From an optimization exercise on the open Yosys and OpenROAD flow, aimed at small area and a short achievable clock period; shortcuts taken in it are not production practice.
The RTL was checked by simulation tests, not by an equivalence proof against the original design.

## resampler_q15
module resampler_q15 #(
    parameter TAP_COUNT = 9,
    parameter DATA_WIDTH = 16
)(
    input  logic                  clk,
    input  logic                  rst_n,
    input  logic signed [31:0]    ppm_in,
    input  logic [TAP_COUNT*DATA_WIDTH-1:0] coeffs,
    input  logic [DATA_WIDTH-1:0] data_in,
    input  logic                  data_in_valid,
    output logic                  data_in_ready,
    output logic [DATA_WIDTH-1:0] data_out,
    output logic                  data_out_valid
);
For scale: ~7,300 cells after synthesis, roughly 390 flip-flops.
Settings: LEC_CHECK=0, ABC_AREA=1, CAP_MARGIN=20, CORE_MARGIN=2, CORE_UTILIZATION=65, CTS_CLUSTER_DIAMETER=100, CTS_CLUSTER_SIZE=24, SLEW_MARGIN=20, SYNTH_HIERARCHICAL=1, SYNTH_MINIMUM_KEEP_SIZE=0; clock period 19.0 ns.
standard.sh (not shown) runs the stock make flow with config.mk's settings and CLKGATE_MAP_FILE= SYNTH_SCRIPT=/design/flow/synth_recipe.tcl, a recipe that flattens the netlist after the stock synthesis.
==> flow/flow/run.sh <==
#!/bin/bash
# The standard layout (the standard.sh, ORFS synthesis to final), with:
# - the resizer's setup repair aimed below the clock period, so that it buffers
#   and sizes the design's long paths;
# - the synthesis buffers removed at floorplan, so that the resizer buffers
#   those nets itself;
# - the port buffers made as sky130_fd_sc_hd__buf_1 (the resizer sizes them up
#   where a path needs it).
# The SDC and every other setting are the standard flow's.
set -euo pipefail
bash standard.sh SETUP_SLACK_MARGIN=12.65 REMOVE_ABC_BUFFERS=1 \
  "BUFFER_PORTS_ARGS=-buffer_cell sky130_fd_sc_hd__buf_1" finish > standard_make.log 2>&1
Next try:
--- a/flow/flow/run.sh
+++ b/flow/flow/run.sh
@@ -9,4 +9,4 @@
 # The SDC and every other setting are the standard flow's.
 set -euo pipefail
-bash standard.sh SETUP_SLACK_MARGIN=12.65 REMOVE_ABC_BUFFERS=1 \
+bash standard.sh SETUP_SLACK_MARGIN=12.5 REMOVE_ABC_BUFFERS=1 \
   "BUFFER_PORTS_ARGS=-buffer_cell sky130_fd_sc_hd__buf_1" finish > standard_make.log 2>&1
=> The changed run completed with no timing, DRC or antenna violations; final area went down slightly; hold slack is about the same.

---

Setup of job 4306:
Another version of the RTL of resampler_q15 (not shown whole).
Size: ~7300 cells after synthesis, about 400 flip-flops, roughly 210 I/O pins, ~63000 µm² of cells after synthesis.
export LEC_CHECK = 0
export ABC_AREA = 1
export CAP_MARGIN = 20
export CORE_MARGIN = 2
export CORE_UTILIZATION = 65
export CTS_CLUSTER_DIAMETER = 100
export CTS_CLUSTER_SIZE = 24
export SLEW_MARGIN = 20
export SYNTH_HIERARCHICAL = 1
export SYNTH_MINIMUM_KEEP_SIZE = 0
create_clock -name core_clock -period 19.0 [get_ports {clk}]
==> flow/flow/run.sh <==
#!/bin/bash
# The standard layout (the standard.sh, ORFS synthesis to final), with:
# - the resizer's setup repair aimed below the clock period, so that it buffers
#   and sizes the design's long paths;
# - the synthesis buffers removed at floorplan, so that the resizer buffers
#   those nets itself;
# - the port buffers made as sky130_fd_sc_hd__buf_1 (the resizer sizes them up
#   where a path needs it).
# The SDC and every other setting are the standard flow's.
set -euo pipefail
bash standard.sh SETUP_SLACK_MARGIN=12.5 REMOVE_ABC_BUFFERS=1 \
  "BUFFER_PORTS_ARGS=-buffer_cell sky130_fd_sc_hd__buf_1" finish > standard_make.log 2>&1
Inputs modified between job 4306 and job 6110:
Settings: CTS_CLUSTER_SIZE changed from 24 to 28; CTS_CLUSTER_DIAMETER changed from 100 to 110.
==> comparison <==
There was hardly any difference in area added between synthesis and finish between job 6110 and job 4306.
Period utilization: job 6110 > job 4306
Job 4306 → job 6110: total number of vias saw an increase; final routed wirelength across all metal layers saw an increase.
In the metrics for job 4306 and job 6110, the one carrying the lower worst-case setup margin in the final layout is job 6110.
In job 6110 the worst hold slack turned out 0.0062 ns higher than in job 4306.
Comparing job 6110 with job 4306, the share of the core filled with cells in the final layout came out essentially unchanged.

---

Another version of the RTL of resampler_q15 (not shown whole).
Size in the first run: roughly 7400 cells after synthesis, about 410 flip-flops, about 210 I/O pins, ~63000 µm² of cells after synthesis.
==> flow/config.mk <==
export PLATFORM = sky130hd
export DESIGN_NAME = resampler_q15
export DESIGN_NICKNAME = resampler_q15
export VERILOG_FILES = /design/flow/design.v
export SDC_FILE = /design/flow/constraint.sdc
export NUM_CORES = 4
export LEC_CHECK = 0
export ABC_AREA = 1
export CAP_MARGIN = 20
export CORE_MARGIN = 2
export CORE_UTILIZATION = 65
export CTS_CLUSTER_DIAMETER = 100
export CTS_CLUSTER_SIZE = 24
export GPL_ROUTABILITY_DRIVEN = 0
export SLEW_MARGIN = 20
export SYNTH_HIERARCHICAL = 1
export SYNTH_MINIMUM_KEEP_SIZE = 0
==> flow/constraint.sdc <==
create_clock -name core_clock -period 19.0 [get_ports {clk}]
set_input_delay 3.8000 -clock core_clock [delete_from_list [all_inputs] [get_ports {clk}]]
set_output_delay 3.8000 -clock core_clock [all_outputs]
set_load 0.01 [all_outputs]
Scripts as last shown in full above: flow/flow/run.sh
The baseline completed without violations.
Change:
--- a/flow/flow/run.sh
+++ b/flow/flow/run.sh
@@ -10,3 +10,3 @@
 set -euo pipefail
-bash standard.sh SETUP_SLACK_MARGIN=12.5 REMOVE_ABC_BUFFERS=1 \
+bash standard.sh SETUP_SLACK_MARGIN=12.2 REMOVE_ABC_BUFFERS=1 \
   "BUFFER_PORTS_ARGS=-buffer_cell sky130_fd_sc_hd__buf_1" finish > standard_make.log 2>&1
- GPL_ROUTABILITY_DRIVEN: 0 -> unset
Cell area shrinks by 1.2%.
Final cell count decreases by 0.52%.
Wire length is lower by 1.3%.
Area after synthesis does not change.

---

Setup of run 1:
Another version of the RTL of resampler_q15 (not shown whole).
For scale: about 7300 cells after synthesis, ~350 flip-flops.
export LEC_CHECK = 0
export ABC_AREA = 1
export CAP_MARGIN = 20
export CORE_MARGIN = 2
export CORE_UTILIZATION = 55
export SLEW_MARGIN = 20
export SYNTH_HIERARCHICAL = 1
export SYNTH_MINIMUM_KEEP_SIZE = 0
create_clock -name core_clock -period 19.0 [get_ports {clk}]
==> flow/flow/run.sh <==
#!/bin/bash
# The standard layout (the standard.sh, ORFS synthesis to final), with the
# resizer's setup repair aimed below the clock period so that it buffers and
# sizes the design's long paths. The SDC and every other setting are the standard flow's.
set -euo pipefail
bash standard.sh SETUP_SLACK_MARGIN=12.5 finish > standard_make.log 2>&1
#### Input delta (run 2 over run 1)
Settings: CORE_UTILIZATION changed from 55 to 65.
==> flow/flow/run.sh <==
#!/bin/bash
# The standard layout (the standard.sh, ORFS synthesis to final), with the
# resizer's setup repair aimed below the clock period so that it buffers and
# sizes the design's long paths, and with the synthesis buffers removed at
# floorplan so that the resizer buffers those nets itself. The SDC and every
# other setting are the standard flow's.
set -euo pipefail
bash standard.sh SETUP_SLACK_MARGIN=12.5 REMOVE_ABC_BUFFERS=1 finish > standard_make.log 2>&1
Findings:
- Diff run 1 -> run 2: total number of cells along the worst setup path went up 14; time the final worst path needs with I/O delays and setup went up 110 ps.
- Min final standard cell count with taps included and fillers excluded across run 2 and run 1: run 2
- When the final numbers for run 2 and run 1 were put side by side, the core utilization turned out to be greater in run 2.
[inputs] run 3 vs run 2
Settings: CORE_UTILIZATION: 65 -> 55.
==> flow/flow/run.sh <==
#!/bin/bash
# The standard layout (the standard.sh, ORFS synthesis to final), with the
# resizer's setup repair aimed below the clock period so that it buffers and
# sizes the design's long paths. The SDC and every other setting are the standard flow's.
set -euo pipefail
bash standard.sh SETUP_SLACK_MARGIN=11.5 finish > standard_make.log 2>&1
Results
The HPWL after detailed placement in run 3 was higher than what run 2 gave. Run 3 vs. run 2: register-to-register slack fell by 580 ps, layout-stage area growth over the synthesis result fell by 3.4 points, full die area rose by about 18%, post-route standard cell area excluding fillers fell by 3.0%.

-- re-timing with driven ports --
No port has a modelled driver above. Below, the same layouts with a new extraction and two added sets of constraints.
Step 1 sets driving cells, clkbuf_16 on the clock port and buf_2 on the other inputs (assumed; they add their load-dependent delay and slew).
Step 2 adds t to the input delays and takes it off the output delays; t is the mean of the earliest and latest rising clock arrival at the registers after step 1. Input paths then give back, and output paths get back, about the clock's delay inside the block.
Three values: ideal ports, drivers, drivers and shift; two values: the first two.
| run | t, ns | setup WS [ns] | hold WS [ns] |
|---|---|---|---|
| the first run of note 1 | 0.713 | 12.486 / 12.406 / 12.105 | 0.475 / 0.475 / 0.475 |
| the second run of note 1 | 0.705 | 12.480 / 12.402 / 12.007 | 0.474 / 0.474 / 0.474 |
| job 4306 | 0.704 | 12.490 / 12.409 / 11.888 | 0.475 / 0.475 / 0.475 |
| job 6110 | 0.750 | 12.396 / 12.321 / 11.843 | 0.481 / 0.481 / 0.481 |
| the first run of note 3 | 0.764 | 12.506 / 12.429 / 11.826 | 0.474 / 0.474 / 0.474 |
| the second run of note 3 | 0.760 | 12.350 / 12.274 / 11.642 | 0.474 / 0.474 / 0.474 |
| run 1 | 0.730 | 12.420 / 12.339 / 11.811 | 0.471 / 0.471 / 0.471 |
| run 2 | 0.743 | 12.311 / 12.311 / 11.790 | 0.469 / 0.469 / 0.469 |
| run 3 | 0.732 | 11.730 / 11.730 / 11.219 | 0.471 / 0.471 / 0.471 |
After both steps setup and hold are still met in every run listed. For the second run of note 3, which loses most, drivers alone change the setup slack by -0.076 ns; drivers and shift together by -0.708 ns.
